Context: an optimization exercise on an open-source flow, tuned for small area and a short achievable clock period. The choices shown serve that exercise and are no tape-out recipe. In this exercise RTL edits were held to simulation tests only and were not proved equivalent to the original.

==> flow/design.v <==
module full_adder(output sum,
                  output carry_out,
                  input x,
                  input y,
                  input carry_in);
assign sum = x ^ y ^ carry_in;
assign carry_out = (x & y) | (x & carry_in) | (y & carry_in);
endmodule
module g_and2(output y, input a, input b);
assign y = a & b;
endmodule
module g_aoi21(output y, input a, input b, input c);
assign y = ~((a & b) | c);
endmodule
module g_inv(output y, input a);
assign y = ~a;
endmodule
module g_nand2(output y, input a, input b);
assign y = ~(a & b);
endmodule
module g_nor2(output y, input a, input b);
assign y = ~(a | b);
endmodule
module g_oai21(output y, input a, input b, input c);
assign y = ~((a | b) & c);
endmodule
module g_or2(output y, input a, input b);
assign y = a | b;
endmodule
module g_xnor2(output y, input a, input b);
assign y = ~(a ^ b);
endmodule
module g_xor2(output y, input a, input b);
assign y = a ^ b;
endmodule
module half_adder_n(output sum_n,
                    output carry_n,
                    input a_n,
                    input b_n);
xnor_n xs(sum_n, a_n, b_n);
or_n oc(carry_n, a_n, b_n);
endmodule
module xnor_n(output y, input a, input b);
assign y = ~(a ^ b);
endmodule
module or_n(output y, input a, input b);
assign y = a | b;
endmodule
module fir_3tap (input clk,
                 input [7:0] Xin,
                 input [7:0] H0,
                 input [7:0] H1,
                 input [7:0] H2,
                 output reg [15:0] Yout);
reg [7:0] Xd, H1d, H2d;
reg [15:0] Pn;
wire t2_p0_0 = ~(Xd[0] & H2d[0]);
wire t2_p0_1 = ~(Xd[0] & H2d[1]);
wire t2_p0_2 = ~(Xd[0] & H2d[2]);
wire t2_p0_3 = ~(Xd[0] & H2d[3]);
wire t2_p0_4 = ~(Xd[0] & H2d[4]);
wire t2_p0_5 = ~(Xd[0] & H2d[5]);
wire t2_p0_6 = ~(Xd[0] & H2d[6]);
wire t2_p0_7 = ~(Xd[0] & H2d[7]);
wire t2_p1_0 = ~(Xd[1] & H2d[0]);
wire t2_p1_1 = ~(Xd[1] & H2d[1]);
wire t2_p1_2 = ~(Xd[1] & H2d[2]);
wire t2_p1_3 = ~(Xd[1] & H2d[3]);
wire t2_p1_4 = ~(Xd[1] & H2d[4]);
wire t2_p1_5 = ~(Xd[1] & H2d[5]);
wire t2_p1_6 = ~(Xd[1] & H2d[6]);
wire t2_p1_7 = ~(Xd[1] & H2d[7]);
wire t2_p2_0 = ~(Xd[2] & H2d[0]);
wire t2_p2_1 = ~(Xd[2] & H2d[1]);
wire t2_p2_2 = ~(Xd[2] & H2d[2]);
wire t2_p2_3 = ~(Xd[2] & H2d[3]);
wire t2_p2_4 = ~(Xd[2] & H2d[4]);
wire t2_p2_5 = ~(Xd[2] & H2d[5]);
wire t2_p2_6 = ~(Xd[2] & H2d[6]);
wire t2_p2_7 = ~(Xd[2] & H2d[7]);
wire t2_p3_0 = ~(Xd[3] & H2d[0]);
wire t2_p3_1 = ~(Xd[3] & H2d[1]);
wire t2_p3_2 = ~(Xd[3] & H2d[2]);
wire t2_p3_3 = ~(Xd[3] & H2d[3]);
wire t2_p3_4 = ~(Xd[3] & H2d[4]);
wire t2_p3_5 = ~(Xd[3] & H2d[5]);
wire t2_p3_6 = ~(Xd[3] & H2d[6]);
wire t2_p3_7 = ~(Xd[3] & H2d[7]);
wire t2_p4_0 = ~(Xd[4] & H2d[0]);
wire t2_p4_1 = ~(Xd[4] & H2d[1]);
wire t2_p4_2 = ~(Xd[4] & H2d[2]);
wire t2_p4_3 = ~(Xd[4] & H2d[3]);
wire t2_p4_4 = ~(Xd[4] & H2d[4]);
wire t2_p4_5 = ~(Xd[4] & H2d[5]);
wire t2_p4_6 = ~(Xd[4] & H2d[6]);
wire t2_p4_7 = ~(Xd[4] & H2d[7]);
wire t2_p5_0 = ~(Xd[5] & H2d[0]);
wire t2_p5_1 = ~(Xd[5] & H2d[1]);
wire t2_p5_2 = ~(Xd[5] & H2d[2]);
wire t2_p5_3 = ~(Xd[5] & H2d[3]);
wire t2_p5_4 = ~(Xd[5] & H2d[4]);
wire t2_p5_5 = ~(Xd[5] & H2d[5]);
wire t2_p5_6 = ~(Xd[5] & H2d[6]);
wire t2_p5_7 = ~(Xd[5] & H2d[7]);
wire t2_p6_0 = ~(Xd[6] & H2d[0]);
wire t2_p6_1 = ~(Xd[6] & H2d[1]);
wire t2_p6_2 = ~(Xd[6] & H2d[2]);
wire t2_p6_3 = ~(Xd[6] & H2d[3]);
wire t2_p6_4 = ~(Xd[6] & H2d[4]);
wire t2_p6_5 = ~(Xd[6] & H2d[5]);
wire t2_p6_6 = ~(Xd[6] & H2d[6]);
wire t2_p6_7 = ~(Xd[6] & H2d[7]);
wire t2_p7_0 = ~(Xd[7] & H2d[0]);
wire t2_p7_1 = ~(Xd[7] & H2d[1]);
wire t2_p7_2 = ~(Xd[7] & H2d[2]);
wire t2_p7_3 = ~(Xd[7] & H2d[3]);
wire t2_p7_4 = ~(Xd[7] & H2d[4]);
wire t2_p7_5 = ~(Xd[7] & H2d[5]);
wire t2_p7_6 = ~(Xd[7] & H2d[6]);
wire t2_p7_7 = ~(Xd[7] & H2d[7]);
wire t2_s0, t2_c0;
half_adder_n t2_ha0 (t2_s0, t2_c0, t2_p0_6, t2_p1_5);
wire t2_s1, t2_c1;
full_adder t2_fa1 (t2_s1, t2_c1, t2_p0_7, t2_p1_6, t2_p2_5);
wire t2_s2, t2_c2;
half_adder_n t2_ha2 (t2_s2, t2_c2, t2_p3_4, t2_p4_3);
wire t2_s3, t2_c3;
full_adder t2_fa3 (t2_s3, t2_c3, t2_p1_7, t2_p2_6, t2_p3_5);
wire t2_s4, t2_c4;
half_adder_n t2_ha4 (t2_s4, t2_c4, t2_p4_4, t2_p5_3);
wire t2_s5, t2_c5;
full_adder t2_fa5 (t2_s5, t2_c5, t2_p2_7, t2_p3_6, t2_p4_5);
wire t2_s6, t2_c6;
half_adder_n t2_ha6 (t2_s6, t2_c6, t2_p0_4, t2_p1_3);
wire t2_s7, t2_c7;
full_adder t2_fa7 (t2_s7, t2_c7, t2_p0_5, t2_p1_4, t2_p2_3);
wire t2_s8, t2_c8;
half_adder_n t2_ha8 (t2_s8, t2_c8, t2_p3_2, t2_p4_1);
wire t2_s9, t2_c9;
full_adder t2_fa9 (t2_s9, t2_c9, t2_p2_4, t2_p3_3, t2_p4_2);
wire t2_s10, t2_c10;
full_adder t2_fa10 (t2_s10, t2_c10, t2_p5_1, t2_p6_0, t2_s0);
wire t2_s11, t2_c11;
full_adder t2_fa11 (t2_s11, t2_c11, t2_p5_2, t2_p6_1, t2_p7_0);
wire t2_s12, t2_c12;
full_adder t2_fa12 (t2_s12, t2_c12, t2_c0, t2_s2, t2_s1);
wire t2_s13, t2_c13;
full_adder t2_fa13 (t2_s13, t2_c13, t2_p6_2, t2_p7_1, t2_c2);
wire t2_s14, t2_c14;
full_adder t2_fa14 (t2_s14, t2_c14, t2_s4, t2_c1, t2_s3);
wire t2_s15, t2_c15;
full_adder t2_fa15 (t2_s15, t2_c15, t2_p5_4, t2_p6_3, t2_p7_2);
wire t2_s16, t2_c16;
full_adder t2_fa16 (t2_s16, t2_c16, t2_c4, t2_c3, t2_s5);
wire t2_s17, t2_c17;
full_adder t2_fa17 (t2_s17, t2_c17, t2_p3_7, t2_p4_6, t2_p5_5);
wire t2_s18, t2_c18;
full_adder t2_fa18 (t2_s18, t2_c18, t2_p6_4, t2_p7_3, t2_c5);
wire t2_s19, t2_c19;
full_adder t2_fa19 (t2_s19, t2_c19, t2_p4_7, t2_p5_6, t2_p6_5);
wire t2_s20, t2_c20;
half_adder_n t2_ha20 (t2_s20, t2_c20, t2_p0_3, t2_p1_2);
wire t2_s21, t2_c21;
full_adder t2_fa21 (t2_s21, t2_c21, t2_p2_2, t2_p3_1, t2_p4_0);
wire t2_s22, t2_c22;
full_adder t2_fa22 (t2_s22, t2_c22, t2_p5_0, t2_c6, t2_s8);
wire t2_s23, t2_c23;
full_adder t2_fa23 (t2_s23, t2_c23, t2_c8, t2_c7, t2_s9);
wire t2_s24, t2_c24;
full_adder t2_fa24 (t2_s24, t2_c24, t2_c9, t2_s11, t2_c10);
wire t2_s25, t2_c25;
full_adder t2_fa25 (t2_s25, t2_c25, t2_c11, t2_s13, t2_c12);
wire t2_s26, t2_c26;
full_adder t2_fa26 (t2_s26, t2_c26, t2_s15, t2_c13, t2_c14);
wire t2_s27, t2_c27;
full_adder t2_fa27 (t2_s27, t2_c27, t2_c15, t2_s17, t2_c16);
wire t2_s28, t2_c28;
full_adder t2_fa28 (t2_s28, t2_c28, t2_p7_4, t2_c17, t2_s19);
wire t2_s29, t2_c29;
full_adder t2_fa29 (t2_s29, t2_c29, t2_p5_7, t2_p6_6, t2_p7_5);
wire t2_s30, t2_c30;
half_adder_n t2_ha30 (t2_s30, t2_c30, t2_p0_2, t2_p1_1);
wire t2_s31, t2_c31;
full_adder t2_fa31 (t2_s31, t2_c31, t2_p2_1, t2_p3_0, t2_s20);
wire t2_s32, t2_c32;
full_adder t2_fa32 (t2_s32, t2_c32, t2_c20, t2_s6, t2_s21);
wire t2_s33, t2_c33;
full_adder t2_fa33 (t2_s33, t2_c33, t2_c21, t2_s7, t2_s22);
wire t2_s34, t2_c34;
full_adder t2_fa34 (t2_s34, t2_c34, t2_c22, t2_s10, t2_s23);
wire t2_s35, t2_c35;
full_adder t2_fa35 (t2_s35, t2_c35, t2_c23, t2_s12, t2_s24);
wire t2_s36, t2_c36;
full_adder t2_fa36 (t2_s36, t2_c36, t2_s14, t2_c24, t2_s25);
wire t2_s37, t2_c37;
full_adder t2_fa37 (t2_s37, t2_c37, t2_s16, t2_c25, t2_s26);
wire t2_s38, t2_c38;
full_adder t2_fa38 (t2_s38, t2_c38, t2_s18, t2_c26, t2_s27);
wire t2_s39, t2_c39;
full_adder t2_fa39 (t2_s39, t2_c39, t2_c18, t2_s28, t2_c27);
wire t2_s40, t2_c40;
full_adder t2_fa40 (t2_s40, t2_c40, t2_c19, t2_s29, t2_c28);
wire t2_s41, t2_c41;
full_adder t2_fa41 (t2_s41, t2_c41, t2_p6_7, t2_p7_6, t2_c29);
wire n1;
g_xnor2 u1 (n1, t2_p0_1, t2_p1_0);
wire n2;
g_or2 u2 (n2, t2_p0_1, t2_p1_0);
wire t2_rs2, t2_rc2;
full_adder t2_rfa2 (t2_rs2, t2_rc2, t2_s30, t2_p2_0, n2);
wire t2_rs3, t2_rc3;
full_adder t2_rfa3 (t2_rs3, t2_rc3, t2_c30, t2_s31, t2_rc2);
wire t2_rs4, t2_rc4;
full_adder t2_rfa4 (t2_rs4, t2_rc4, t2_c31, t2_s32, t2_rc3);
wire t2_rs5, t2_rc5;
full_adder t2_rfa5 (t2_rs5, t2_rc5, t2_c32, t2_s33, t2_rc4);
wire t2_rs6, t2_rc6;
full_adder t2_rfa6 (t2_rs6, t2_rc6, t2_c33, t2_s34, t2_rc5);
wire t2_rs7, t2_rc7;
full_adder t2_rfa7 (t2_rs7, t2_rc7, t2_c34, t2_s35, t2_rc6);
wire t2_rs8, t2_rc8;
full_adder t2_rfa8 (t2_rs8, t2_rc8, t2_c35, t2_s36, t2_rc7);
wire t2_rs9, t2_rc9;
full_adder t2_rfa9 (t2_rs9, t2_rc9, t2_c36, t2_s37, t2_rc8);
wire n3;
g_or2 u3 (n3, t2_c37, t2_s38);
wire n4;
g_and2 u4 (n4, t2_c37, t2_s38);
wire n5;
g_aoi21 u5 (n5, n3, t2_rc9, n4);
wire n6;
g_nor2 u6 (n6, t2_c38, t2_s39);
wire n7;
g_nand2 u7 (n7, t2_c38, t2_s39);
wire n8;
g_oai21 u8 (n8, n6, n5, n7);
wire n9;
g_or2 u9 (n9, t2_c39, t2_s40);
wire n10;
g_and2 u10 (n10, t2_c39, t2_s40);
wire n11;
g_aoi21 u11 (n11, n9, n8, n10);
wire n12;
g_nor2 u12 (n12, t2_c40, t2_s41);
wire n13;
g_nand2 u13 (n13, t2_c40, t2_s41);
wire n14;
g_oai21 u14 (n14, n12, n11, n13);
wire n15;
g_or2 u15 (n15, t2_c41, t2_p7_7);
wire n16;
g_and2 u16 (n16, t2_c41, t2_p7_7);
wire n17;
g_aoi21 u17 (n17, n15, n14, n16);
wire n18;
g_xor2 u18 (n18, t2_c37, t2_s38);
wire n19;
g_xor2 u19 (n19, n18, t2_rc9);
wire n20;
g_xor2 u20 (n20, t2_c38, t2_s39);
wire n21;
g_xnor2 u21 (n21, n20, n5);
wire n22;
g_xor2 u22 (n22, t2_c39, t2_s40);
wire n23;
g_xor2 u23 (n23, n22, n8);
wire n24;
g_xor2 u24 (n24, t2_c40, t2_s41);
wire n25;
g_xnor2 u25 (n25, n24, n11);
wire n26;
g_xor2 u26 (n26, t2_c41, t2_p7_7);
wire n27;
g_xor2 u27 (n27, n26, n14);
wire n28;
g_inv u28 (n28, n17);
wire [15:0] t2_sn = {n28, n27, n25, n23, n21, n19, t2_rs9, t2_rs8, t2_rs7, t2_rs6, t2_rs5, t2_rs4, t2_rs3, t2_rs2, n1, t2_p0_0};
wire t1_p0_0 = ~(Xd[0] & H1d[0]);
wire t1_p0_1 = ~(Xd[0] & H1d[1]);
wire t1_p0_2 = ~(Xd[0] & H1d[2]);
wire t1_p0_3 = ~(Xd[0] & H1d[3]);
wire t1_p0_4 = ~(Xd[0] & H1d[4]);
wire t1_p0_5 = ~(Xd[0] & H1d[5]);
wire t1_p0_6 = ~(Xd[0] & H1d[6]);
wire t1_p0_7 = ~(Xd[0] & H1d[7]);
wire t1_p1_0 = ~(Xd[1] & H1d[0]);
wire t1_p1_1 = ~(Xd[1] & H1d[1]);
wire t1_p1_2 = ~(Xd[1] & H1d[2]);
wire t1_p1_3 = ~(Xd[1] & H1d[3]);
wire t1_p1_4 = ~(Xd[1] & H1d[4]);
wire t1_p1_5 = ~(Xd[1] & H1d[5]);
wire t1_p1_6 = ~(Xd[1] & H1d[6]);
wire t1_p1_7 = ~(Xd[1] & H1d[7]);
wire t1_p2_0 = ~(Xd[2] & H1d[0]);
wire t1_p2_1 = ~(Xd[2] & H1d[1]);
wire t1_p2_2 = ~(Xd[2] & H1d[2]);
wire t1_p2_3 = ~(Xd[2] & H1d[3]);
wire t1_p2_4 = ~(Xd[2] & H1d[4]);
wire t1_p2_5 = ~(Xd[2] & H1d[5]);
wire t1_p2_6 = ~(Xd[2] & H1d[6]);
wire t1_p2_7 = ~(Xd[2] & H1d[7]);
wire t1_p3_0 = ~(Xd[3] & H1d[0]);
wire t1_p3_1 = ~(Xd[3] & H1d[1]);
wire t1_p3_2 = ~(Xd[3] & H1d[2]);
wire t1_p3_3 = ~(Xd[3] & H1d[3]);
wire t1_p3_4 = ~(Xd[3] & H1d[4]);
wire t1_p3_5 = ~(Xd[3] & H1d[5]);
wire t1_p3_6 = ~(Xd[3] & H1d[6]);
wire t1_p3_7 = ~(Xd[3] & H1d[7]);
wire t1_p4_0 = ~(Xd[4] & H1d[0]);
wire t1_p4_1 = ~(Xd[4] & H1d[1]);
wire t1_p4_2 = ~(Xd[4] & H1d[2]);
wire t1_p4_3 = ~(Xd[4] & H1d[3]);
wire t1_p4_4 = ~(Xd[4] & H1d[4]);
wire t1_p4_5 = ~(Xd[4] & H1d[5]);
wire t1_p4_6 = ~(Xd[4] & H1d[6]);
wire t1_p4_7 = ~(Xd[4] & H1d[7]);
wire t1_p5_0 = ~(Xd[5] & H1d[0]);
wire t1_p5_1 = ~(Xd[5] & H1d[1]);
wire t1_p5_2 = ~(Xd[5] & H1d[2]);
wire t1_p5_3 = ~(Xd[5] & H1d[3]);
wire t1_p5_4 = ~(Xd[5] & H1d[4]);
wire t1_p5_5 = ~(Xd[5] & H1d[5]);
wire t1_p5_6 = ~(Xd[5] & H1d[6]);
wire t1_p5_7 = ~(Xd[5] & H1d[7]);
wire t1_p6_0 = ~(Xd[6] & H1d[0]);
wire t1_p6_1 = ~(Xd[6] & H1d[1]);
wire t1_p6_2 = ~(Xd[6] & H1d[2]);
wire t1_p6_3 = ~(Xd[6] & H1d[3]);
wire t1_p6_4 = ~(Xd[6] & H1d[4]);
wire t1_p6_5 = ~(Xd[6] & H1d[5]);
wire t1_p6_6 = ~(Xd[6] & H1d[6]);
wire t1_p6_7 = ~(Xd[6] & H1d[7]);
wire t1_p7_0 = ~(Xd[7] & H1d[0]);
wire t1_p7_1 = ~(Xd[7] & H1d[1]);
wire t1_p7_2 = ~(Xd[7] & H1d[2]);
wire t1_p7_3 = ~(Xd[7] & H1d[3]);
wire t1_p7_4 = ~(Xd[7] & H1d[4]);
wire t1_p7_5 = ~(Xd[7] & H1d[5]);
wire t1_p7_6 = ~(Xd[7] & H1d[6]);
wire t1_p7_7 = ~(Xd[7] & H1d[7]);
wire t1_s0, t1_c0;
half_adder_n t1_ha0 (t1_s0, t1_c0, Pn[5], t1_p0_5);
wire t1_s1, t1_c1;
full_adder t1_fa1 (t1_s1, t1_c1, Pn[6], t1_p0_6, t1_p1_5);
wire t1_s2, t1_c2;
half_adder_n t1_ha2 (t1_s2, t1_c2, t1_p2_4, t1_p3_3);
wire t1_s3, t1_c3;
full_adder t1_fa3 (t1_s3, t1_c3, Pn[7], t1_p0_7, t1_p1_6);
wire t1_s4, t1_c4;
full_adder t1_fa4 (t1_s4, t1_c4, t1_p2_5, t1_p3_4, t1_p4_3);
wire t1_s5, t1_c5;
half_adder_n t1_ha5 (t1_s5, t1_c5, t1_p5_2, t1_p6_1);
wire t1_s6, t1_c6;
full_adder t1_fa6 (t1_s6, t1_c6, Pn[8], t1_p1_7, t1_p2_6);
wire t1_s7, t1_c7;
full_adder t1_fa7 (t1_s7, t1_c7, t1_p3_5, t1_p4_4, t1_p5_3);
wire t1_s8, t1_c8;
half_adder_n t1_ha8 (t1_s8, t1_c8, t1_p6_2, t1_p7_1);
wire t1_s9, t1_c9;
full_adder t1_fa9 (t1_s9, t1_c9, Pn[9], t1_p2_7, t1_p3_6);
wire t1_s10, t1_c10;
full_adder t1_fa10 (t1_s10, t1_c10, t1_p4_5, t1_p5_4, t1_p6_3);
wire t1_s11, t1_c11;
full_adder t1_fa11 (t1_s11, t1_c11, Pn[10], t1_p3_7, t1_p4_6);
wire t1_s12, t1_c12;
half_adder_n t1_ha12 (t1_s12, t1_c12, Pn[3], t1_p0_3);
wire t1_s13, t1_c13;
full_adder t1_fa13 (t1_s13, t1_c13, Pn[4], t1_p0_4, t1_p1_3);
wire t1_s14, t1_c14;
half_adder_n t1_ha14 (t1_s14, t1_c14, t1_p2_2, t1_p3_1);
wire t1_s15, t1_c15;
full_adder t1_fa15 (t1_s15, t1_c15, t1_p1_4, t1_p2_3, t1_p3_2);
wire t1_s16, t1_c16;
full_adder t1_fa16 (t1_s16, t1_c16, t1_p4_1, t1_p5_0, t1_s0);
wire t1_s17, t1_c17;
full_adder t1_fa17 (t1_s17, t1_c17, t1_p4_2, t1_p5_1, t1_p6_0);
wire t1_s18, t1_c18;
full_adder t1_fa18 (t1_s18, t1_c18, t1_c0, t1_s2, t1_s1);
wire t1_s19, t1_c19;
full_adder t1_fa19 (t1_s19, t1_c19, t1_p7_0, t1_c2, t1_s5);
wire t1_s20, t1_c20;
full_adder t1_fa20 (t1_s20, t1_c20, t1_c1, t1_s3, t1_s4);
wire t1_s21, t1_c21;
full_adder t1_fa21 (t1_s21, t1_c21, t1_c5, t1_s8, t1_c3);
wire t1_s22, t1_c22;
full_adder t1_fa22 (t1_s22, t1_c22, t1_c4, t1_s6, t1_s7);
wire t1_s23, t1_c23;
full_adder t1_fa23 (t1_s23, t1_c23, t1_p7_2, t1_c8, t1_c6);
wire t1_s24, t1_c24;
full_adder t1_fa24 (t1_s24, t1_c24, t1_c7, t1_s10, t1_s9);
wire t1_s25, t1_c25;
full_adder t1_fa25 (t1_s25, t1_c25, t1_p5_5, t1_p6_4, t1_p7_3);
wire t1_s26, t1_c26;
full_adder t1_fa26 (t1_s26, t1_c26, t1_c10, t1_c9, t1_s11);
wire t1_s27, t1_c27;
full_adder t1_fa27 (t1_s27, t1_c27, Pn[11], t1_p4_7, t1_p5_6);
wire t1_s28, t1_c28;
full_adder t1_fa28 (t1_s28, t1_c28, t1_p6_5, t1_p7_4, t1_c11);
wire t1_s29, t1_c29;
full_adder t1_fa29 (t1_s29, t1_c29, Pn[12], t1_p5_7, t1_p6_6);
wire t1_s30, t1_c30;
half_adder_n t1_ha30 (t1_s30, t1_c30, Pn[2], t1_p0_2);
wire t1_s31, t1_c31;
full_adder t1_fa31 (t1_s31, t1_c31, t1_p1_2, t1_p2_1, t1_p3_0);
wire t1_s32, t1_c32;
full_adder t1_fa32 (t1_s32, t1_c32, t1_p4_0, t1_c12, t1_s14);
wire t1_s33, t1_c33;
full_adder t1_fa33 (t1_s33, t1_c33, t1_c14, t1_c13, t1_s15);
wire t1_s34, t1_c34;
full_adder t1_fa34 (t1_s34, t1_c34, t1_c15, t1_s17, t1_c16);
wire t1_s35, t1_c35;
full_adder t1_fa35 (t1_s35, t1_c35, t1_c17, t1_s19, t1_c18);
wire t1_s36, t1_c36;
full_adder t1_fa36 (t1_s36, t1_c36, t1_c19, t1_c20, t1_s21);
wire t1_s37, t1_c37;
full_adder t1_fa37 (t1_s37, t1_c37, t1_c21, t1_c22, t1_s23);
wire t1_s38, t1_c38;
full_adder t1_fa38 (t1_s38, t1_c38, t1_s25, t1_c23, t1_c24);
wire t1_s39, t1_c39;
full_adder t1_fa39 (t1_s39, t1_c39, t1_c25, t1_s27, t1_c26);
wire t1_s40, t1_c40;
full_adder t1_fa40 (t1_s40, t1_c40, t1_p7_5, t1_c27, t1_s29);
wire t1_s41, t1_c41;
full_adder t1_fa41 (t1_s41, t1_c41, Pn[13], t1_p6_7, t1_p7_6);
wire t1_s42, t1_c42;
half_adder_n t1_ha42 (t1_s42, t1_c42, Pn[1], t1_p0_1);
wire t1_s43, t1_c43;
full_adder t1_fa43 (t1_s43, t1_c43, t1_p1_1, t1_p2_0, t1_s30);
wire t1_s44, t1_c44;
full_adder t1_fa44 (t1_s44, t1_c44, t1_c30, t1_s12, t1_s31);
wire t1_s45, t1_c45;
full_adder t1_fa45 (t1_s45, t1_c45, t1_c31, t1_s13, t1_s32);
wire t1_s46, t1_c46;
full_adder t1_fa46 (t1_s46, t1_c46, t1_c32, t1_s16, t1_s33);
wire t1_s47, t1_c47;
full_adder t1_fa47 (t1_s47, t1_c47, t1_c33, t1_s18, t1_s34);
wire t1_s48, t1_c48;
full_adder t1_fa48 (t1_s48, t1_c48, t1_s20, t1_c34, t1_s35);
wire t1_s49, t1_c49;
full_adder t1_fa49 (t1_s49, t1_c49, t1_s22, t1_c35, t1_s36);
wire t1_s50, t1_c50;
full_adder t1_fa50 (t1_s50, t1_c50, t1_s24, t1_c36, t1_s37);
wire t1_s51, t1_c51;
full_adder t1_fa51 (t1_s51, t1_c51, t1_s26, t1_c37, t1_s38);
wire t1_s52, t1_c52;
full_adder t1_fa52 (t1_s52, t1_c52, t1_s28, t1_c38, t1_s39);
wire t1_s53, t1_c53;
full_adder t1_fa53 (t1_s53, t1_c53, t1_c28, t1_s40, t1_c39);
wire t1_s54, t1_c54;
full_adder t1_fa54 (t1_s54, t1_c54, t1_c29, t1_s41, t1_c40);
wire t1_s55, t1_c55;
full_adder t1_fa55 (t1_s55, t1_c55, Pn[14], t1_p7_7, t1_c41);
wire t1x_s0, t1x_c0;
half_adder_n t1x_ha0 (t1x_s0, t1x_c0, t1_c47, t1_s48);
wire t1x_s1, t1x_c1;
half_adder_n t1x_ha1 (t1x_s1, t1x_c1, t1_c48, t1_s49);
wire t0_p0_0 = ~(Xin[0] & H0[0]);
wire t0_p0_1 = ~(Xin[0] & H0[1]);
wire t0_p0_2 = ~(Xin[0] & H0[2]);
wire t0_p0_3 = ~(Xin[0] & H0[3]);
wire t0_p0_4 = ~(Xin[0] & H0[4]);
wire t0_p0_5 = ~(Xin[0] & H0[5]);
wire t0_p0_6 = ~(Xin[0] & H0[6]);
wire t0_p0_7 = ~(Xin[0] & H0[7]);
wire t0_p1_0 = ~(Xin[1] & H0[0]);
wire t0_p1_1 = ~(Xin[1] & H0[1]);
wire t0_p1_2 = ~(Xin[1] & H0[2]);
wire t0_p1_3 = ~(Xin[1] & H0[3]);
wire t0_p1_4 = ~(Xin[1] & H0[4]);
wire t0_p1_5 = ~(Xin[1] & H0[5]);
wire t0_p1_6 = ~(Xin[1] & H0[6]);
wire t0_p1_7 = ~(Xin[1] & H0[7]);
wire t0_p2_0 = ~(Xin[2] & H0[0]);
wire t0_p2_1 = ~(Xin[2] & H0[1]);
wire t0_p2_2 = ~(Xin[2] & H0[2]);
wire t0_p2_3 = ~(Xin[2] & H0[3]);
wire t0_p2_4 = ~(Xin[2] & H0[4]);
wire t0_p2_5 = ~(Xin[2] & H0[5]);
wire t0_p2_6 = ~(Xin[2] & H0[6]);
wire t0_p2_7 = ~(Xin[2] & H0[7]);
wire t0_p3_0 = ~(Xin[3] & H0[0]);
wire t0_p3_1 = ~(Xin[3] & H0[1]);
wire t0_p3_2 = ~(Xin[3] & H0[2]);
wire t0_p3_3 = ~(Xin[3] & H0[3]);
wire t0_p3_4 = ~(Xin[3] & H0[4]);
wire t0_p3_5 = ~(Xin[3] & H0[5]);
wire t0_p3_6 = ~(Xin[3] & H0[6]);
wire t0_p3_7 = ~(Xin[3] & H0[7]);
wire t0_p4_0 = ~(Xin[4] & H0[0]);
wire t0_p4_1 = ~(Xin[4] & H0[1]);
wire t0_p4_2 = ~(Xin[4] & H0[2]);
wire t0_p4_3 = ~(Xin[4] & H0[3]);
wire t0_p4_4 = ~(Xin[4] & H0[4]);
wire t0_p4_5 = ~(Xin[4] & H0[5]);
wire t0_p4_6 = ~(Xin[4] & H0[6]);
wire t0_p4_7 = ~(Xin[4] & H0[7]);
wire t0_p5_0 = ~(Xin[5] & H0[0]);
wire t0_p5_1 = ~(Xin[5] & H0[1]);
wire t0_p5_2 = ~(Xin[5] & H0[2]);
wire t0_p5_3 = ~(Xin[5] & H0[3]);
wire t0_p5_4 = ~(Xin[5] & H0[4]);
wire t0_p5_5 = ~(Xin[5] & H0[5]);
wire t0_p5_6 = ~(Xin[5] & H0[6]);
wire t0_p5_7 = ~(Xin[5] & H0[7]);
wire t0_p6_0 = ~(Xin[6] & H0[0]);
wire t0_p6_1 = ~(Xin[6] & H0[1]);
wire t0_p6_2 = ~(Xin[6] & H0[2]);
wire t0_p6_3 = ~(Xin[6] & H0[3]);
wire t0_p6_4 = ~(Xin[6] & H0[4]);
wire t0_p6_5 = ~(Xin[6] & H0[5]);
wire t0_p6_6 = ~(Xin[6] & H0[6]);
wire t0_p6_7 = ~(Xin[6] & H0[7]);
wire t0_p7_0 = ~(Xin[7] & H0[0]);
wire t0_p7_1 = ~(Xin[7] & H0[1]);
wire t0_p7_2 = ~(Xin[7] & H0[2]);
wire t0_p7_3 = ~(Xin[7] & H0[3]);
wire t0_p7_4 = ~(Xin[7] & H0[4]);
wire t0_p7_5 = ~(Xin[7] & H0[5]);
wire t0_p7_6 = ~(Xin[7] & H0[6]);
wire t0_p7_7 = ~(Xin[7] & H0[7]);
wire t0_s0, t0_c0;
half_adder_n t0_ha0 (t0_s0, t0_c0, t1_c44, t1_s45);
wire t0_s1, t0_c1;
full_adder t0_fa1 (t0_s1, t0_c1, t1_c45, t1_s46, t0_p0_5);
wire t0_s2, t0_c2;
half_adder_n t0_ha2 (t0_s2, t0_c2, t0_p1_4, t0_p2_3);
wire t0_s3, t0_c3;
full_adder t0_fa3 (t0_s3, t0_c3, t1_c46, t1_s47, t0_p0_6);
wire t0_s4, t0_c4;
full_adder t0_fa4 (t0_s4, t0_c4, t0_p1_5, t0_p2_4, t0_p3_3);
wire t0_s5, t0_c5;
half_adder_n t0_ha5 (t0_s5, t0_c5, t0_p4_2, t0_p5_1);
wire t0_s6, t0_c6;
full_adder t0_fa6 (t0_s6, t0_c6, t1x_s0, t0_p0_7, t0_p1_6);
wire t0_s7, t0_c7;
full_adder t0_fa7 (t0_s7, t0_c7, t0_p2_5, t0_p3_4, t0_p4_3);
wire t0_s8, t0_c8;
full_adder t0_fa8 (t0_s8, t0_c8, t0_p5_2, t0_p6_1, t0_p7_0);
wire t0_s9, t0_c9;
full_adder t0_fa9 (t0_s9, t0_c9, t1x_c0, t1x_s1, t0_p1_7);
wire t0_s10, t0_c10;
full_adder t0_fa10 (t0_s10, t0_c10, t0_p2_6, t0_p3_5, t0_p4_4);
wire t0_s11, t0_c11;
full_adder t0_fa11 (t0_s11, t0_c11, t0_p5_3, t0_p6_2, t0_p7_1);
wire t0_s12, t0_c12;
full_adder t0_fa12 (t0_s12, t0_c12, t1_c49, t1_s50, t1x_c1);
wire t0_s13, t0_c13;
full_adder t0_fa13 (t0_s13, t0_c13, t0_p2_7, t0_p3_6, t0_p4_5);
wire t0_s14, t0_c14;
full_adder t0_fa14 (t0_s14, t0_c14, t0_p5_4, t0_p6_3, t0_p7_2);
wire t0_s15, t0_c15;
full_adder t0_fa15 (t0_s15, t0_c15, t1_c50, t1_s51, t0_p3_7);
wire t0_s16, t0_c16;
full_adder t0_fa16 (t0_s16, t0_c16, t0_p4_6, t0_p5_5, t0_p6_4);
wire t0_s17, t0_c17;
full_adder t0_fa17 (t0_s17, t0_c17, t1_c51, t1_s52, t0_p4_7);
wire t0_s18, t0_c18;
half_adder_n t0_ha18 (t0_s18, t0_c18, t1_c42, t1_s43);
wire t0_s19, t0_c19;
full_adder t0_fa19 (t0_s19, t0_c19, t1_c43, t1_s44, t0_p0_3);
wire t0_s20, t0_c20;
half_adder_n t0_ha20 (t0_s20, t0_c20, t0_p1_2, t0_p2_1);
wire t0_s21, t0_c21;
full_adder t0_fa21 (t0_s21, t0_c21, t0_s0, t0_p0_4, t0_p1_3);
wire t0_s22, t0_c22;
full_adder t0_fa22 (t0_s22, t0_c22, t0_p2_2, t0_p3_1, t0_p4_0);
wire t0_s23, t0_c23;
full_adder t0_fa23 (t0_s23, t0_c23, t0_c0, t0_p3_2, t0_p4_1);
wire t0_s24, t0_c24;
full_adder t0_fa24 (t0_s24, t0_c24, t0_p5_0, t0_s2, t0_s1);
wire t0_s25, t0_c25;
full_adder t0_fa25 (t0_s25, t0_c25, t0_p6_0, t0_c2, t0_s5);
wire t0_s26, t0_c26;
full_adder t0_fa26 (t0_s26, t0_c26, t0_c1, t0_s3, t0_s4);
wire t0_s27, t0_c27;
full_adder t0_fa27 (t0_s27, t0_c27, t0_c5, t0_c3, t0_c4);
wire t0_s28, t0_c28;
full_adder t0_fa28 (t0_s28, t0_c28, t0_s6, t0_s7, t0_s8);
wire t0_s29, t0_c29;
full_adder t0_fa29 (t0_s29, t0_c29, t0_c6, t0_c7, t0_c8);
wire t0_s30, t0_c30;
full_adder t0_fa30 (t0_s30, t0_c30, t0_s10, t0_s11, t0_s9);
wire t0_s31, t0_c31;
full_adder t0_fa31 (t0_s31, t0_c31, t0_s12, t0_c10, t0_c11);
wire t0_s32, t0_c32;
full_adder t0_fa32 (t0_s32, t0_c32, t0_c9, t0_s13, t0_s14);
wire t0_s33, t0_c33;
full_adder t0_fa33 (t0_s33, t0_c33, t0_p7_3, t0_c12, t0_c13);
wire t0_s34, t0_c34;
full_adder t0_fa34 (t0_s34, t0_c34, t0_c14, t0_s15, t0_s16);
wire t0_s35, t0_c35;
full_adder t0_fa35 (t0_s35, t0_c35, t0_p5_6, t0_p6_5, t0_p7_4);
wire t0_s36, t0_c36;
full_adder t0_fa36 (t0_s36, t0_c36, t0_c15, t0_c16, t0_s17);
wire t0_s37, t0_c37;
full_adder t0_fa37 (t0_s37, t0_c37, t1_s53, t1_c52, t0_p5_7);
wire t0_s38, t0_c38;
full_adder t0_fa38 (t0_s38, t0_c38, t0_p6_6, t0_p7_5, t0_c17);
wire t0_s39, t0_c39;
full_adder t0_fa39 (t0_s39, t0_c39, t1_s54, t1_c53, t0_p6_7);
wire t0_s40, t0_c40;
half_adder_n t0_ha40 (t0_s40, t0_c40, t1_p1_0, t1_s42);
wire t0_s41, t0_c41;
full_adder t0_fa41 (t0_s41, t0_c41, t0_s18, t0_p0_2, t0_p1_1);
wire t0_s42, t0_c42;
full_adder t0_fa42 (t0_s42, t0_c42, t0_c18, t0_p3_0, t0_s20);
wire t0_s43, t0_c43;
full_adder t0_fa43 (t0_s43, t0_c43, t0_c20, t0_c19, t0_s21);
wire t0_s44, t0_c44;
full_adder t0_fa44 (t0_s44, t0_c44, t0_c21, t0_c22, t0_s23);
wire t0_s45, t0_c45;
full_adder t0_fa45 (t0_s45, t0_c45, t0_c23, t0_s25, t0_c24);
wire t0_s46, t0_c46;
full_adder t0_fa46 (t0_s46, t0_c46, t0_c25, t0_c26, t0_s27);
wire t0_s47, t0_c47;
full_adder t0_fa47 (t0_s47, t0_c47, t0_c27, t0_c28, t0_s29);
wire t0_s48, t0_c48;
full_adder t0_fa48 (t0_s48, t0_c48, t0_c29, t0_c30, t0_s31);
wire t0_s49, t0_c49;
full_adder t0_fa49 (t0_s49, t0_c49, t0_c31, t0_c32, t0_s33);
wire t0_s50, t0_c50;
full_adder t0_fa50 (t0_s50, t0_c50, t0_s35, t0_c33, t0_c34);
wire t0_s51, t0_c51;
full_adder t0_fa51 (t0_s51, t0_c51, t0_c35, t0_s37, t0_c36);
wire t0_s52, t0_c52;
full_adder t0_fa52 (t0_s52, t0_c52, t0_p7_6, t0_c37, t0_s39);
wire t0_s53, t0_c53;
full_adder t0_fa53 (t0_s53, t0_c53, t1_s55, t1_c54, t0_p7_7);
wire t0_s54, t0_c54;
half_adder_n t0_ha54 (t0_s54, t0_c54, Pn[0], t1_p0_0);
wire t0_s55, t0_c55;
full_adder t0_fa55 (t0_s55, t0_c55, t0_s40, t0_p0_1, t0_p1_0);
wire t0_s56, t0_c56;
full_adder t0_fa56 (t0_s56, t0_c56, t0_c40, t0_p2_0, t0_s41);
wire t0_s57, t0_c57;
full_adder t0_fa57 (t0_s57, t0_c57, t0_c41, t0_s19, t0_s42);
wire t0_s58, t0_c58;
full_adder t0_fa58 (t0_s58, t0_c58, t0_s22, t0_c42, t0_s43);
wire t0_s59, t0_c59;
full_adder t0_fa59 (t0_s59, t0_c59, t0_c43, t0_s24, t0_s44);
wire t0_s60, t0_c60;
full_adder t0_fa60 (t0_s60, t0_c60, t0_c44, t0_s26, t0_s45);
wire t0_s61, t0_c61;
full_adder t0_fa61 (t0_s61, t0_c61, t0_s28, t0_c45, t0_s46);
wire t0_s62, t0_c62;
full_adder t0_fa62 (t0_s62, t0_c62, t0_s30, t0_c46, t0_s47);
wire t0_s63, t0_c63;
full_adder t0_fa63 (t0_s63, t0_c63, t0_s32, t0_c47, t0_s48);
wire t0_s64, t0_c64;
full_adder t0_fa64 (t0_s64, t0_c64, t0_s34, t0_c48, t0_s49);
wire t0_s65, t0_c65;
full_adder t0_fa65 (t0_s65, t0_c65, t0_s36, t0_c49, t0_s50);
wire t0_s66, t0_c66;
full_adder t0_fa66 (t0_s66, t0_c66, t0_s38, t0_c50, t0_s51);
wire t0_s67, t0_c67;
full_adder t0_fa67 (t0_s67, t0_c67, t0_c38, t0_s52, t0_c51);
wire t0_s68, t0_c68;
full_adder t0_fa68 (t0_s68, t0_c68, t0_c39, t0_s53, t0_c52);
wire t0_s69, t0_c69;
full_adder t0_fa69 (t0_s69, t0_c69, Pn[15], t1_c55, t0_c53);
wire n29;
g_xnor2 u29 (n29, t0_s54, t0_p0_0);
wire n30;
g_or2 u30 (n30, t0_s54, t0_p0_0);
wire t0_rs1, t0_rc1;
full_adder t0_rfa1 (t0_rs1, t0_rc1, t0_c54, t0_s55, n30);
wire t0_rs2, t0_rc2;
full_adder t0_rfa2 (t0_rs2, t0_rc2, t0_c55, t0_s56, t0_rc1);
wire t0_rs3, t0_rc3;
full_adder t0_rfa3 (t0_rs3, t0_rc3, t0_c56, t0_s57, t0_rc2);
wire n31;
g_or2 u31 (n31, t0_c57, t0_s58);
wire n32;
g_and2 u32 (n32, t0_c57, t0_s58);
wire n33;
g_aoi21 u33 (n33, n31, t0_rc3, n32);
wire n34;
g_nor2 u34 (n34, t0_c58, t0_s59);
wire n35;
g_nand2 u35 (n35, t0_c58, t0_s59);
wire n36;
g_oai21 u36 (n36, n34, n33, n35);
wire n37;
g_or2 u37 (n37, t0_c59, t0_s60);
wire n38;
g_and2 u38 (n38, t0_c59, t0_s60);
wire n39;
g_aoi21 u39 (n39, n37, n36, n38);
wire n40;
g_nor2 u40 (n40, t0_c60, t0_s61);
wire n41;
g_nand2 u41 (n41, t0_c60, t0_s61);
wire n42;
g_oai21 u42 (n42, n40, n39, n41);
wire n43;
g_nor2 u43 (n43, t0_c62, t0_s63);
wire n44;
g_nand2 u44 (n44, t0_c61, t0_s62);
wire n45;
g_nand2 u45 (n45, t0_c62, t0_s63);
wire n46;
g_oai21 u46 (n46, n43, n44, n45);
wire n47;
g_nor2 u47 (n47, t0_c61, t0_s62);
wire n48;
g_nor2 u48 (n48, n43, n47);
wire n49;
g_nor2 u49 (n49, t0_c64, t0_s65);
wire n50;
g_nand2 u50 (n50, t0_c63, t0_s64);
wire n51;
g_nand2 u51 (n51, t0_c64, t0_s65);
wire n52;
g_oai21 u52 (n52, n49, n50, n51);
wire n53;
g_nor2 u53 (n53, t0_c63, t0_s64);
wire n54;
g_nor2 u54 (n54, n49, n53);
wire n55;
g_nor2 u55 (n55, t0_c66, t0_s67);
wire n56;
g_nand2 u56 (n56, t0_c65, t0_s66);
wire n57;
g_nand2 u57 (n57, t0_c66, t0_s67);
wire n58;
g_oai21 u58 (n58, n55, n56, n57);
wire n59;
g_nor2 u59 (n59, t0_c65, t0_s66);
wire n60;
g_nor2 u60 (n60, n55, n59);
wire n61;
g_aoi21 u61 (n61, n48, n42, n46);
wire n62;
g_or2 u62 (n62, t0_c60, t0_s61);
wire n63;
g_nand2 u63 (n63, n48, n62);
wire n64;
g_aoi21 u64 (n64, n60, n52, n58);
wire n65;
g_nand2 u65 (n65, n60, n54);
wire n66;
g_oai21 u66 (n66, n65, n61, n64);
wire n67;
g_nor2 u67 (n67, n65, n63);
wire n68;
g_inv u68 (n68, n54);
wire n69;
g_inv u69 (n69, n52);
wire n70;
g_oai21 u70 (n70, n68, n61, n69);
wire n71;
g_inv u71 (n71, n54);
wire n72;
g_nor2 u72 (n72, n71, n63);
wire n73;
g_or2 u73 (n73, t0_c61, t0_s62);
wire n74;
g_and2 u74 (n74, t0_c61, t0_s62);
wire n75;
g_aoi21 u75 (n75, n73, n42, n74);
wire n76;
g_nand2 u76 (n76, n73, n62);
wire n77;
g_oai21 u77 (n77, n53, n61, n50);
wire n78;
g_nor2 u78 (n78, n53, n63);
wire n79;
g_or2 u79 (n79, t0_c65, t0_s66);
wire n80;
g_and2 u80 (n80, t0_c65, t0_s66);
wire n81;
g_aoi21 u81 (n81, n79, n70, n80);
wire n82;
g_nand2 u82 (n82, n79, n72);
wire n83;
g_or2 u83 (n83, t0_c67, t0_s68);
wire n84;
g_and2 u84 (n84, t0_c67, t0_s68);
wire n85;
g_aoi21 u85 (n85, n83, n66, n84);
wire n86;
g_nand2 u86 (n86, n83, n67);
wire n87;
g_inv u87 (n87, n29);
wire n88;
g_inv u88 (n88, t0_rs1);
wire n89;
g_inv u89 (n89, t0_rs2);
wire n90;
g_inv u90 (n90, t0_rs3);
wire n91;
g_xor2 u91 (n91, t0_c57, t0_s58);
wire n92;
g_xnor2 u92 (n92, n91, t0_rc3);
wire n93;
g_xor2 u93 (n93, t0_c58, t0_s59);
wire n94;
g_xor2 u94 (n94, n93, n33);
wire n95;
g_xor2 u95 (n95, t0_c59, t0_s60);
wire n96;
g_xnor2 u96 (n96, n95, n36);
wire n97;
g_xor2 u97 (n97, t0_c60, t0_s61);
wire n98;
g_xor2 u98 (n98, n97, n39);
wire n99;
g_xor2 u99 (n99, t0_c61, t0_s62);
wire n100;
g_xnor2 u100 (n100, n99, n42);
wire n101;
g_xor2 u101 (n101, t0_c62, t0_s63);
wire n102;
g_xor2 u102 (n102, n101, n75);
wire n103;
g_xor2 u103 (n103, t0_c63, t0_s64);
wire n104;
g_xor2 u104 (n104, n103, n61);
wire n105;
g_xor2 u105 (n105, t0_c64, t0_s65);
wire n106;
g_xnor2 u106 (n106, n105, n77);
wire n107;
g_xor2 u107 (n107, t0_c65, t0_s66);
wire n108;
g_xnor2 u108 (n108, n107, n70);
wire n109;
g_xor2 u109 (n109, t0_c66, t0_s67);
wire n110;
g_xor2 u110 (n110, n109, n81);
wire n111;
g_xor2 u111 (n111, t0_c67, t0_s68);
wire n112;
g_xnor2 u112 (n112, n111, n66);
wire n113;
g_xor2 u113 (n113, t0_c68, t0_s69);
wire n114;
g_xor2 u114 (n114, n113, n85);
wire [15:0] t0_sn = {n114, n112, n110, n108, n106, n104, n102, n100, n98, n96, n94, n92, n90, n89, n88, n87};
always @(posedge clk) begin
  Xd   <= Xin;
  H1d  <= H1;
  H2d  <= H2;
  Pn   <= t2_sn;
  Yout <= t0_sn;
end
endmodule
==> flow/flow/run.sh <==
#!/bin/bash
# The standard layout (standard.sh), with two changes to how it is made:
# - ports are buffered with buf_1 instead of the default delay buffer;
# - repair_timing aims for 7.1 ns of setup slack instead of 0.
set -euo pipefail
export SETUP_SLACK_MARGIN=7.1
export BUFFER_PORTS_ARGS="-buffer_cell sky130_fd_sc_hd__buf_1"
bash standard.sh > standard.log 2>&1
==> flow/standard.sh <==
#!/bin/bash
# synth_recipe.tcl (not shown) runs the flow's synth.tcl, then flattens the netlist and writes it again
# the make line also repeats each setting of config.mk as NAME=value (left out here)
make -C /OpenROAD-flow-scripts/flow DESIGN_CONFIG=/design/flow/config.mk WORK_HOME=/design/flow/orfs CLKGATE_MAP_FILE= SYNTH_SCRIPT=/design/flow/synth_recipe.tcl "${@:-finish}"
==> flow/config.mk <==
export PLATFORM = sky130hd
export DESIGN_NAME = fir_3tap
export DESIGN_NICKNAME = fir_3tap
export VERILOG_FILES = /design/flow/design.v
export SDC_FILE = /design/flow/constraint.sdc
export NUM_CORES = 4
export LEC_CHECK = 0
export CAP_MARGIN = 20
export CORE_MARGIN = 2
export CORE_UTILIZATION = 55
export CTS_BUF_LIST = sky130_fd_sc_hd__clkbuf_8
export SLEW_MARGIN = 20
export SYNTH_HIERARCHICAL = 1
export SYNTH_MINIMUM_KEEP_SIZE = 0
export TNS_END_PERCENT = 0
==> flow/constraint.sdc <==
create_clock -name core_clock -period 12.5 [get_ports {clk}]
set_input_delay 2.5000 -clock core_clock [delete_from_list [all_inputs] [get_ports {clk}]]
set_output_delay 2.5000 -clock core_clock [all_outputs]
set_load 0.01 [all_outputs]
==> impl_metrics.json, run 1 <==
{
  "hold_slack_ns": 0.5314,
  "initial_core_util_pct": 56.03,
  "holdBufCountCts": 0,
  "setup_ws_ns": 6.970,
  "post_dp_cell_area_mm2": 0.006449,
  "cts_root_buf": "clkbuf_8",
  "avgSynthCellArea_um2": 10.51,
  "relSlewSlack_pct": 75.29,
  "vias": 4147,
  "final_cell_mix": "nand2_1 (194), fa_1 (141), dfxtp_1 (42), or2_1 (34), buf_1 (32)",
  "drv_cap": 0,
  "rows": 39,
  "post-place-ws_ns": 6.210,
  "fin_worst_skew_ns": 0.007419,
  "syn_to_final_growth_pct": 8.780,
  "tightest_slew_ns": 0.3701,
  "clkSinkCount": 56,
  "clkTransAtPathRegs_ns": 0.11,
  "worst_path_max_delay_cell": "fa_1",
  "worstSetupPathType": "in -> reg",
  "cts_tree": "built",
  "fin_setup_tns_ns": 0,
  "slowest_delay_ns": 0.55,
  "ant_nets": 0,
  "grt_pass1_wl_um": 23170,
  "grt.met3_usage_pct": 3.702,
  "critPathRequiredTime_ns": 12.76,
  "use_met1_pct": 29.75,
  "fin_crit_ns": 5.530,
  "max_freq_mhz": 180.8,
  "crit_path_cell_trace": "clkbuf_4 -> nand2_2 -> fa_1 -> fa_1 -> fa_1 -> or2_1 -> a21oi_2 -> o21ai_2 -> a21oi_2 -> o21ai_2 -> a21oi_2 -> buf_6 -> o21ai_4 -> a21oi_2 -> xor2_1",
  "drv_slew": 0,
  "setup_violations": 0,
  "drive_gt1_share_pct": 17.19,
  "syn_inst": 606,
  "num_io_pins": 49,
  "htree_levels": 2,
  "cpMostUsedCell": "a21oi_2",
  "ys_ff_latch": 56,
  "dieWidth_um": 111.6,
  "grt_usage_pct": 23.93,
  "place.gp.congestion": 0.8061,
  "hold_violations": 0,
  "period_share_pct": 44.24,
  "io_buffers": 48,
  "drc_errors": 0,
  "dp.cells": 750,
  "yosysWarnings": 7,
  "grt_pass1_vias": 4799,
  "antenna_found_initial": 0,
  "cp_top_family": "adder cells",
  "seq_area_frac_synth_pct": 17.60,
  "rsz0062_at_grt": "true",
  "end_kind": "flop",
  "grt_overflow": 0,
  "core_mm2": 0.01137,
  "final_area_mm2": 0.006929,
  "grtUsageMet2_pct": 42.93,
  "synth_cell_type_count": 15,
  "die_h_um": 111.6,
  "drt_iter0_drc": 142,
  "fin_nets": 829,
  "clk_latency_ns": 0.33,
  "critical_path.max_fanout": 9,
  "outcome": "no timing/DRC/antenna violations",
  "grt_max_degree": 19,
  "syn_nets": 796,
  "drt-total-wl_um": 13390,
  "stdcell_count": 783,
  "vias_per_cell": 5.296,
  "die_area_mm2": 0.01246,
  "hpwl_um": 10170,
  "ctsLongestPathBuffers": 2,
  "hp-class": "reg -> reg",
  "wl_per_cell_um": 17.10,
  "final_common_cell": "nand2_1",
  "diodes": 0,
  "syn_area_mm2": 0.006370,
  "arrival_ns": 5.79,
  "dr.pass1.iters": 4,
  "crit_buf_inv": 2,
  "startpoint_type": "input pin",
  "grt_busiest_layer": "met2",
  "cts-buffers-inserted": 5
}
-- stage by stage --
stage | util, %
6_report | 60.94
5_1_grt | 60.94
4_1_cts | 60.37
3_5_place_dp | 56.72
3_3_place_gp | 56.72
2_1_floorplan | -
-- final timing paths --
path / start / to / slack, ns / depth (start not counted)
worst max-delay path: Xin[1] / Yout[13]$_DFF_P_ / 6.97 / 15
worst min-delay path: H2d[0]$_DFF_P_ / Pn[0]$_DFF_P_ / 0.53 / 1
worst max register to register: H1d[6]$_DFF_P_ / Yout[15]$_DFF_P_ / 7.01 / 17
worst min register to register: H2d[0]$_DFF_P_ / Pn[0]$_DFF_P_ / 0.53 / 1
-- modules after synthesis (local to each module, per instance), a selection --
module      cells inside  times used
g_inv                  1           7
g_oai21                1          10
g_or2                  1          10
g_nand2                1          11
or_n                   1          24
g_and2                 1           8
g_nor2                 1          13
g_xor2                 1          26
g_aoi21                1          10
g_xnor2                1          10
full_adder             1         157
-- metal layers --
| metal | share of wire, % | vias to the layer above |
|---|---|---|
| li1 | - | 1854 |
| met1 | 39 | 2177 |
| met2 | 54 | 94 |
| met3 | 4.4 | 22 |
| met4 | 2.7 | 0 |
| met5 | 0 | - |
-- worst register-to-register path: cells and delay by family (launching register included) --
family                     cells  cell delay (ns)
adders and majority gates      8             3.83
xor gates and xnor gates       2             0.36
AOI/OAI and AO/OA              4             0.46
buffers and inverters          1             0.15
DFF                            1             0.41
and+or+nand+nor                2             0.17
-- Yosys cell counts --
master / number / area [µm²]
nand2_1: 202 / 758.2
fa_1: 157 / 3143
dfxtp_1: 56 / 1121
or2_1: 34 / 212.7
xnor2_1: 34 / 297.8
buf_2: 26 / 130.1
xor2_1: 26 / 227.7
buf_6: 16 / 180.2
nor2_1: 13 / 48.80
a21oi_2: 10 / 87.58
o21ai_1: 10 / 50.05
and2_1: 8 / 50.05
inv_1: 7 / 26.28
clkbuf_2: 6 / 30.03
nand2_2: 1 / 6.260
-- repair_timing --
action                                  4_1_cts  5_1_grt
setup buffers                                23        2
pin swaps                                    20       10
gates resized for setup                      57       14
endpoints found under the setup margin       11        9
-- kinds of logic after synthesis --
family          count (synthesis)  share of synthesized area (%)
compound gates                 20                          2.161
xor+xnor                       60                          8.250
fa+ha+maj                     157                          49.34
buf+inv                        55                          5.755
flops                          56                          17.60
simple gates                  258                          16.89
-- flip-flops by register name (all words and copies together), names as in the netlist --
register and cells:
H2d 8, Yout 16, Xd 8, H1d 8, Pn 16
-- layout make-up --
cell class	instances	area, µm²
Fill cell	1014	4441
Sequential cell	56	1174
Inverter	7	26.28
Clock inverter	3	47.55
Clock buffer	5	68.82
Tap cell	143	178.9
Timing Repair Buffer	74	414.1
Multi-Input combinational cell	495	5020
==> inputs of run 2 (changes only) <==
==> flow/flow/run.sh (replaced) <==
#!/bin/bash
# The standard layout (standard.sh), with two changes to how it is made:
# - ports are buffered with buf_1 instead of the default delay buffer;
# - repair_timing aims for 6.9 ns of setup slack instead of 0.
set -euo pipefail
export SETUP_SLACK_MARGIN=6.9
export BUFFER_PORTS_ARGS="-buffer_cell sky130_fd_sc_hd__buf_1"
bash standard.sh > standard.log 2>&1
==> run 2 against run 1 <==
  * Core utilization hardly changed
  * Hold slack lost 0.0092 ns
  * Sequential share of layout area barely moved
  * Still clean on timing, DRC and antenna
==> impl_metrics.json, run 2 <==
{
  "seq_area_frac_synth_pct": 17.60,
  "end_kind": "flop",
  "syn_inst": 606,
  "r2r_slack_ns": 7.05,
  "synth_edf_count": 0,
  "die_h_um": 111.6,
  "final_common_cell": "nand2_1",
  "grt_overflow": 0,
  "clk_latency_ns": 0.34,
  "ys_ff_latch": 56,
  "htree_levels": 2,
  "initial_core_util_pct": 56.03,
  "drt_iter0_drc": 161,
  "core_mm2": 0.01137,
  "hold_slack_ns": 0.5223,
  "diodes": 0,
  "final_cell_mix": "nand2_1 (202), fa_1 (141), dfxtp_1 (41), buf_4 (34), or2_1 (33)",
  "outcome": "no timing/DRC/antenna violations",
  "grt_pass1_vias": 4776,
  "clkTransAtPathRegs_ns": 0.11,
  "grt_max_degree": 19,
  "max_freq_mhz": 182.5,
  "relSlewSlack_pct": 76.71,
  "synth_cell_type_count": 15,
  "setup_violations": 0,
  "arrival_ns": 5.76,
  "ant_nets": 0,
  "startpoint_type": "input pin",
  "final_area_mm2": 0.006932,
  "ys_dominant_reg_cell": "dfxtp_1",
  "fin_worst_skew_ns": 0.008710,
  "tightest_slew_ns": 0.3488,
  "wl_per_cell_um": 15.75,
  "io_buffers": 48,
  "yosysWarnings": 7,
  "antenna_found_initial": 0,
  "rsz0062_at_grt": "true",
  "rows": 39,
  "hp-class": "reg -> reg",
  "vias": 4106,
  "cts_root_buf": "clkbuf_8",
  "post_dp_cell_area_mm2": 0.006414,
  "drt-total-wl_um": 12460,
  "synth-async-reset-ratio_pct": 0,
  "cts_tree": "built",
  "nFillCells": 995,
  "clkSinkCount": 56,
  "drv_cap": 0,
  "num_io_pins": 49,
  "synthTopCellsByCount": "nand2_1 (202), fa_1 (157), dfxtp_1 (56)",
  "avgSynthCellArea_um2": 10.51,
  "ctsLongestPathBuffers": 2,
  "die_area_mm2": 0.01246,
  "grt_usage_pct": 23.32,
  "hold_violations": 0,
  "yosys.area.top_type": "fa_1",
  "yosysMostFrequentCell": "nand2_1",
  "dieWidth_um": 111.6,
  "dr.pass1.iters": 4,
  "syn_area_mm2": 0.006370,
  "drv_slew": 0,
  "synth.area.top_cells": "fa_1 (49%), dfxtp_1 (18%), nand2_1 (12%), xnor2_1 (4.7%), xor2_1 (3.6%)",
  "place.gp.congestion": 0.8133,
  "critical_path.max_fanout": 9,
  "vias_per_cell": 5.191,
  "syn_to_final_growth_pct": 8.820,
  "fin_setup_tns_ns": 0,
  "grt_pass1_wl_um": 22860,
  "period_share_pct": 43.84,
  "worstSetupPathType": "in -> reg",
  "cts-buffers-inserted": 5,
  "drc_errors": 0,
  "fin_crit_ns": 5.480,
  "hpwl_um": 9643,
  "critPathRequiredTime_ns": 12.78,
  "drive_gt1_share_pct": 17.44,
  "fin_nets": 837,
  "largestRegisters": "Pn: 16 flops, Yout: 16 flops",
  "holdBufCountCts": 0,
  "synth_top_area_share_pct": 49.34,
  "syn_nets": 796
}
-- run 2: cell counts after synthesis --
No cell type changed its count.
-- run 2: metrics by stage --
stage          utilization (%)  setup slack, ns  cells
3_3_place_gp             56.41            6.349    749
2_1_floorplan                -            6.901    606
4_1_cts                  58.82            6.921    770
6_report                 60.97            7.020    791
5_1_grt                  60.97            6.830    791
3_5_place_dp             56.41            6.271    749
-- run 2: path summary, 6_finish.rpt --
| check | start | to | depth (start not counted) |
|---|---|---|---|
| setup / recovery | Xin[5] | Yout[15]$_DFF_P_ | 13 |
| hold / removal | H2d[0]$_DFF_P_ | Pn[0]$_DFF_P_ | 1 |
| setup reg to reg | Xd[3]$_DFF_P_ | Yout[15]$_DFF_P_ | 17 |
| hold reg to reg | H2d[0]$_DFF_P_ | Pn[0]$_DFF_P_ | 1 |
-- run 2: routing by layer --
layer  GRT usage (%)  up-vias  share of wire [%]
li1                -     1871                  -
met1           29.21     2137                 40
met2           42.28       86                 54
met3           3.919       12                4.4
met4           6.091        0                1.5
met5               0        -                  0
-- run 2: timing repair --
item,4_1_cts,5_1_grt
pin swaps,5,27
endpoints found under the setup margin,9,8
hold endpoints to repair,0,0
resized for setup,46,30
gates cloned,0,0
setup buffers,13,21
-- run 2: logic make-up after synthesis --
group           Yosys count  synth area share (%)
fa+ha+maj               157                 49.34
compound gates           20                 2.161
simple gates            258                 16.89
xor+xnor                 60                 8.250
flops                    56                 17.60
buf+inv                  55                 5.755
-- run 2: critical path, cell delays in order --
cell,delay (ns)
buf_2,0.21
nand2_1,0.12
xnor2_1,0.22
fa_1,0.48
fa_1,0.57
fa_1,0.45
or2_1,0.26
a21oi_2,0.18
o21ai_2,0.12
a21oi_4,0.23
o21ai_2,0.10
a21oi_2,0.15
xor2_1,0.14
-- run 2: layout make-up --
type | count | area, µm² | area share [%]
multi-input cells | 495 | 4986 | 71.93
flip-flops and latches | 56 | 1172 | 16.91
repair buffers | 82 | 476.7 | 6.877
well taps | 143 | 178.9 | 2.581
clock buffers | 5 | 68.82 | 0.9928
inverters | 7 | 26.28 | 0.3791
clock inverters | 3 | 22.52 | 0.3249
-- run 2: modules after synthesis (local to each module, per instance), a selection --
module	cells	area, µm²	flip-flops and latches
fir_3tap	296	2185	56
full_adder	1	20.02	0
g_and2	1	6.256	0
g_aoi21	1	8.758	0
g_inv	1	3.754	0
g_nand2	1	3.754	0
g_nor2	1	3.754	0
g_oai21	1	5.005	0
g_or2	1	6.256	0
g_xnor2	1	8.758	0
g_xor2	1	8.758	0
or_n	1	6.256	0
xnor_n	1	8.758	0
==> inputs of run 3 (changes only) <==
--- a/flow/flow/run.sh
+++ b/flow/flow/run.sh
@@ -5,4 +5,5 @@
 set -euo pipefail
 export SETUP_SLACK_MARGIN=6.9
+export SETUP_MOVE_SEQUENCE=unbuffer,sizeup,swap
 export BUFFER_PORTS_ARGS="-buffer_cell sky130_fd_sc_hd__buf_1"
 bash standard.sh > standard.log 2>&1
==> run 3 against run 2 <==
  * Routed wire length decreased by 3.9%
  * Non-clock buffer count shrank 34
  * Critical path type unchanged
  * Highest routed layer unchanged
==> impl_metrics.json, run 3 <==
{
  "synthTopCellsByCount": "nand2_1 (202), fa_1 (157), dfxtp_1 (56)",
  "hp-class": "reg -> reg",
  "startpoint_type": "input pin",
  "grt_overflow": 0,
  "final_util_pct": 58.34,
  "clkSinkCount": 56,
  "yosysMostFrequentCell": "nand2_1",
  "rsz0062_at_grt": "true",
  "setup_violations": 0,
  "rows": 39,
  "cts_tree": "built",
  "drc_errors": 0,
  "hp-start": "H2d[0]$_DFF_P_",
  "drv_cap": 0,
  "hpwl_um": 9643,
  "reg2regPathDepth": 16,
  "syn_nets": 796,
  "max_freq_mhz": 179.6,
  "fin_crit_ns": 5.569,
  "drt-total-wl_um": 11980,
  "syn_inst": 606,
  "tightest_slew_ns": 0.4312,
  "end_kind": "flop",
  "nFillCells": 1026,
  "place.gp.congestion": 0.8133,
  "ys_ff_latch": 56,
  "r2r_end": "Yout[15]$_DFF_P_",
  "fin_nets": 803,
  "synth_edf_count": 0,
  "yosys.area.top_type": "fa_1",
  "crit_buf_inv": 1,
  "outcome": "no timing/DRC/antenna violations",
  "io_buffers": 48,
  "worstHoldEndpoint": "Pn[0]$_DFF_P_",
  "post_dp_cell_area_mm2": 0.006414,
  "synth_cell_type_count": 15,
  "dr.pass1.iters": 4,
  "crit_path_cell_trace": "buf_1 -> nand2_1 -> fa_1 -> fa_1 -> fa_1 -> fa_2 -> nand2_1 -> o21ai_2 -> a21oi_4 -> o21ai_2 -> a21oi_2 -> xor2_1",
  "initial_core_util_pct": 56.03,
  "synth_top_area_share_pct": 49.34,
  "drt_iter0_drc": 141,
  "syn_area_mm2": 0.006370,
  "hold_violations": 0,
  "period_share_pct": 44.55,
  "htree_levels": 2,
  "cpMostUsedCell": "fa_1",
  "ant_nets": 0,
  "vias_per_cell": 5.272,
  "yosysWarnings": 7,
  "final_common_cell": "nand2_1",
  "syn_to_final_growth_pct": 4.125,
  "wl_per_cell_um": 15.82,
  "dieWidth_um": 111.6,
  "cp_top_family": "adder cells",
  "worst_path_max_delay_cell": "fa_2",
  "clk_latency_ns": 0.34,
  "drv_slew": 0,
  "diodes": 0,
  "drive_gt1_share_pct": 11.40,
  "ys_dominant_reg_cell": "dfxtp_1",
  "multi_input_area_mm2": 0.004974,
  "die_h_um": 111.6,
  "r2r-start": "Xd[1]$_DFF_P_",
  "antenna_found_initial": 0,
  "critical_path.max_fanout": 9,
  "avgSynthCellArea_um2": 10.51,
  "critPathRequiredTime_ns": 12.73,
  "synth-async-reset-ratio_pct": 0,
  "arrival_ns": 5.80,
  "final_cell_mix": "nand2_1 (200), fa_1 (146), dfxtp_1 (43), or2_1 (34), buf_1 (34)",
  "die_area_mm2": 0.01246,
  "slowest_delay_ns": 0.61,
  "fin_worst_skew_ns": 0.009293,
  "vias": 3991,
  "relSlewSlack_pct": 71.25,
  "final_area_mm2": 0.006633,
  "worstSetupPathType": "in -> reg",
  "cts-buffers-inserted": 5,
  "grt_pass1_wl_um": 22290,
  "grt_usage_pct": 22.61,
  "ctsLongestPathBuffers": 2,
  "cts_root_buf": "clkbuf_8",
  "grt_max_degree": 19,
  "post_cts_buffers": 0,
  "synth.area.top_cells": "fa_1 (49%), dfxtp_1 (18%), nand2_1 (12%), xnor2_1 (4.7%), xor2_1 (3.6%)",
  "seq_area_frac_synth_pct": 17.60,
  "r2r_slack_ns": 7.00,
  "clkTransAtPathRegs_ns": 0.11,
  "largestRegisters": "Pn: 16 flops, Yout: 16 flops",
  "min_path_cells": 1,
  "num_io_pins": 49,
  "grt_pass1_vias": 4683,
  "fin_setup_tns_ns": 0,
  "core_mm2": 0.01137,
  "register_area_mm2": 0.001155
}
## run 3: kinds of logic (layout without fill, tap and decap cells)
group | after synthesis | after routing | share of synthesized area [%]
fa+ha+maj | 157 | 157 | 49.34
buf+inv | 55 | 63 | 5.755
simple gates | 258 | 258 | 16.89
flops | 56 | 56 | 17.60
xor+xnor | 60 | 60 | 8.250
compound gates | 20 | 20 | 2.161
## run 3: cell type report
type	instances	share of cell area [%]
tap	143	2.698
clock inverter	3	0.3396
inverter	7	0.3962
timing repair buffer	48	3.131
clock buffer	5	1.038
sequential	56	17.41
multi-input combinational	495	74.99
## run 3: worst max path at each step
| stage | startpoint | endpoint | slack [ns] | cells past startpoint |
|---|---|---|---|---|
| 4_1_cts | Xd[0]$_DFF_P_ | Yout[15]$_DFF_P_ | 6.91 | 16 |
| 2_1_floorplan | H0[5] | Yout[13]$_DFF_P_ | 6.90 | 13 |
| 6_report | Xin[7] | Yout[15]$_DFF_P_ | 6.93 | 12 |
| 3_3_place_gp | Xin[2] | Yout[15]$_DFF_P_ | 6.35 | 14 |
| 5_1_grt | Xd[1]$_DFF_P_ | Yout[15]$_DFF_P_ | 6.75 | 16 |
| 3_5_place_dp | Xin[0] | Yout[15]$_DFF_P_ | 6.27 | 14 |
## run 3: through the flow
step | setup slack, ns | hold WS [ns] | instances
global placement | 6.349 | 0.4968 | 749
global route | 6.749 | 0.5384 | 757
detailed placement | 6.271 | 0.4874 | 749
finish | 6.931 | 0.5272 | 757
CTS | 6.914 | 0.5191 | 757
floorplan | 6.901 | 0.4946 | 606
## run 3: worst reg2reg max path, stage by stage, from the launching register on
cell and delay (ns):
dfxtp_4 0.49, nand2_1 0.11, fa_1 0.49, fa_2 0.39
fa_1 0.52, fa_1 0.46, xnor2_2 0.18, fa_1 0.45
fa_1 0.41, fa_1 0.53, fa_2 0.61, nand2_1 0.08
o21ai_2 0.18, a21oi_4 0.07, o21ai_2 0.18, a21oi_2 0.08
xor2_1 0.15
## run 3: timing repair
item,in CTS,in global routing
setup endpoints to repair,9,7
pin swaps,14,9
gates resized for setup,42,15
hold buffers,0,0
## run 3: routing by layer
metal	vias to the layer above	GRT usage, %	part of all wire (%)
met1	2100	28.40	41
met4	0	6.173	1.6
met5	-	0	0
met2	80	40.85	53
met3	12	3.647	4.1
li1	1799	-	-
## run 3: modules after synthesis (local to each module, per instance), excerpt
| module | copies in the design | flops+latches |
|---|---|---|
| g_oai21 | 10 | 0 |
| g_nor2 | 13 | 0 |
| g_inv | 7 | 0 |
| g_aoi21 | 10 | 0 |
| xnor_n | 24 | 0 |
| g_xnor2 | 10 | 0 |
| or_n | 24 | 0 |
| full_adder | 157 | 0 |
| g_or2 | 10 | 0 |
| fir_3tap | 1 | 56 |
| g_and2 | 8 | 0 |
| g_xor2 | 26 | 0 |
| g_nand2 | 11 | 0 |

## afterwards: timing with drivers on the ports
The flow's constraints put no driver on any port. The routed layouts listed below were extracted and timed again, unchanged, in two steps.
Step 1, drivers: a clkbuf_16 drives clk and a buf_2 each remaining input, both assumed.
Step 2 moves the port delays by t, midway between the first and last clock arrival at a register: inputs arrive t later, outputs are due t later. That takes back most of the time a late clock gives input paths.
a / b / c = no drivers / after step 1 / after step 2; a / b = the first two.
run	t, ns	setup WS [ns]	hold slack, ns
run 1	0.368	6.970 / 6.985 / 6.617	0.531 / 0.531 / 0.531
run 2	0.372	7.020 / 7.034 / 6.662	0.522 / 0.522 / 0.522
run 3	0.373	6.931 / 6.943 / 6.570	0.527 / 0.527 / 0.527
After both steps setup and hold are still met in every run listed. For run 3, which loses most, drivers alone change the setup slack by +0.012 ns; drivers and shift together by -0.361 ns.
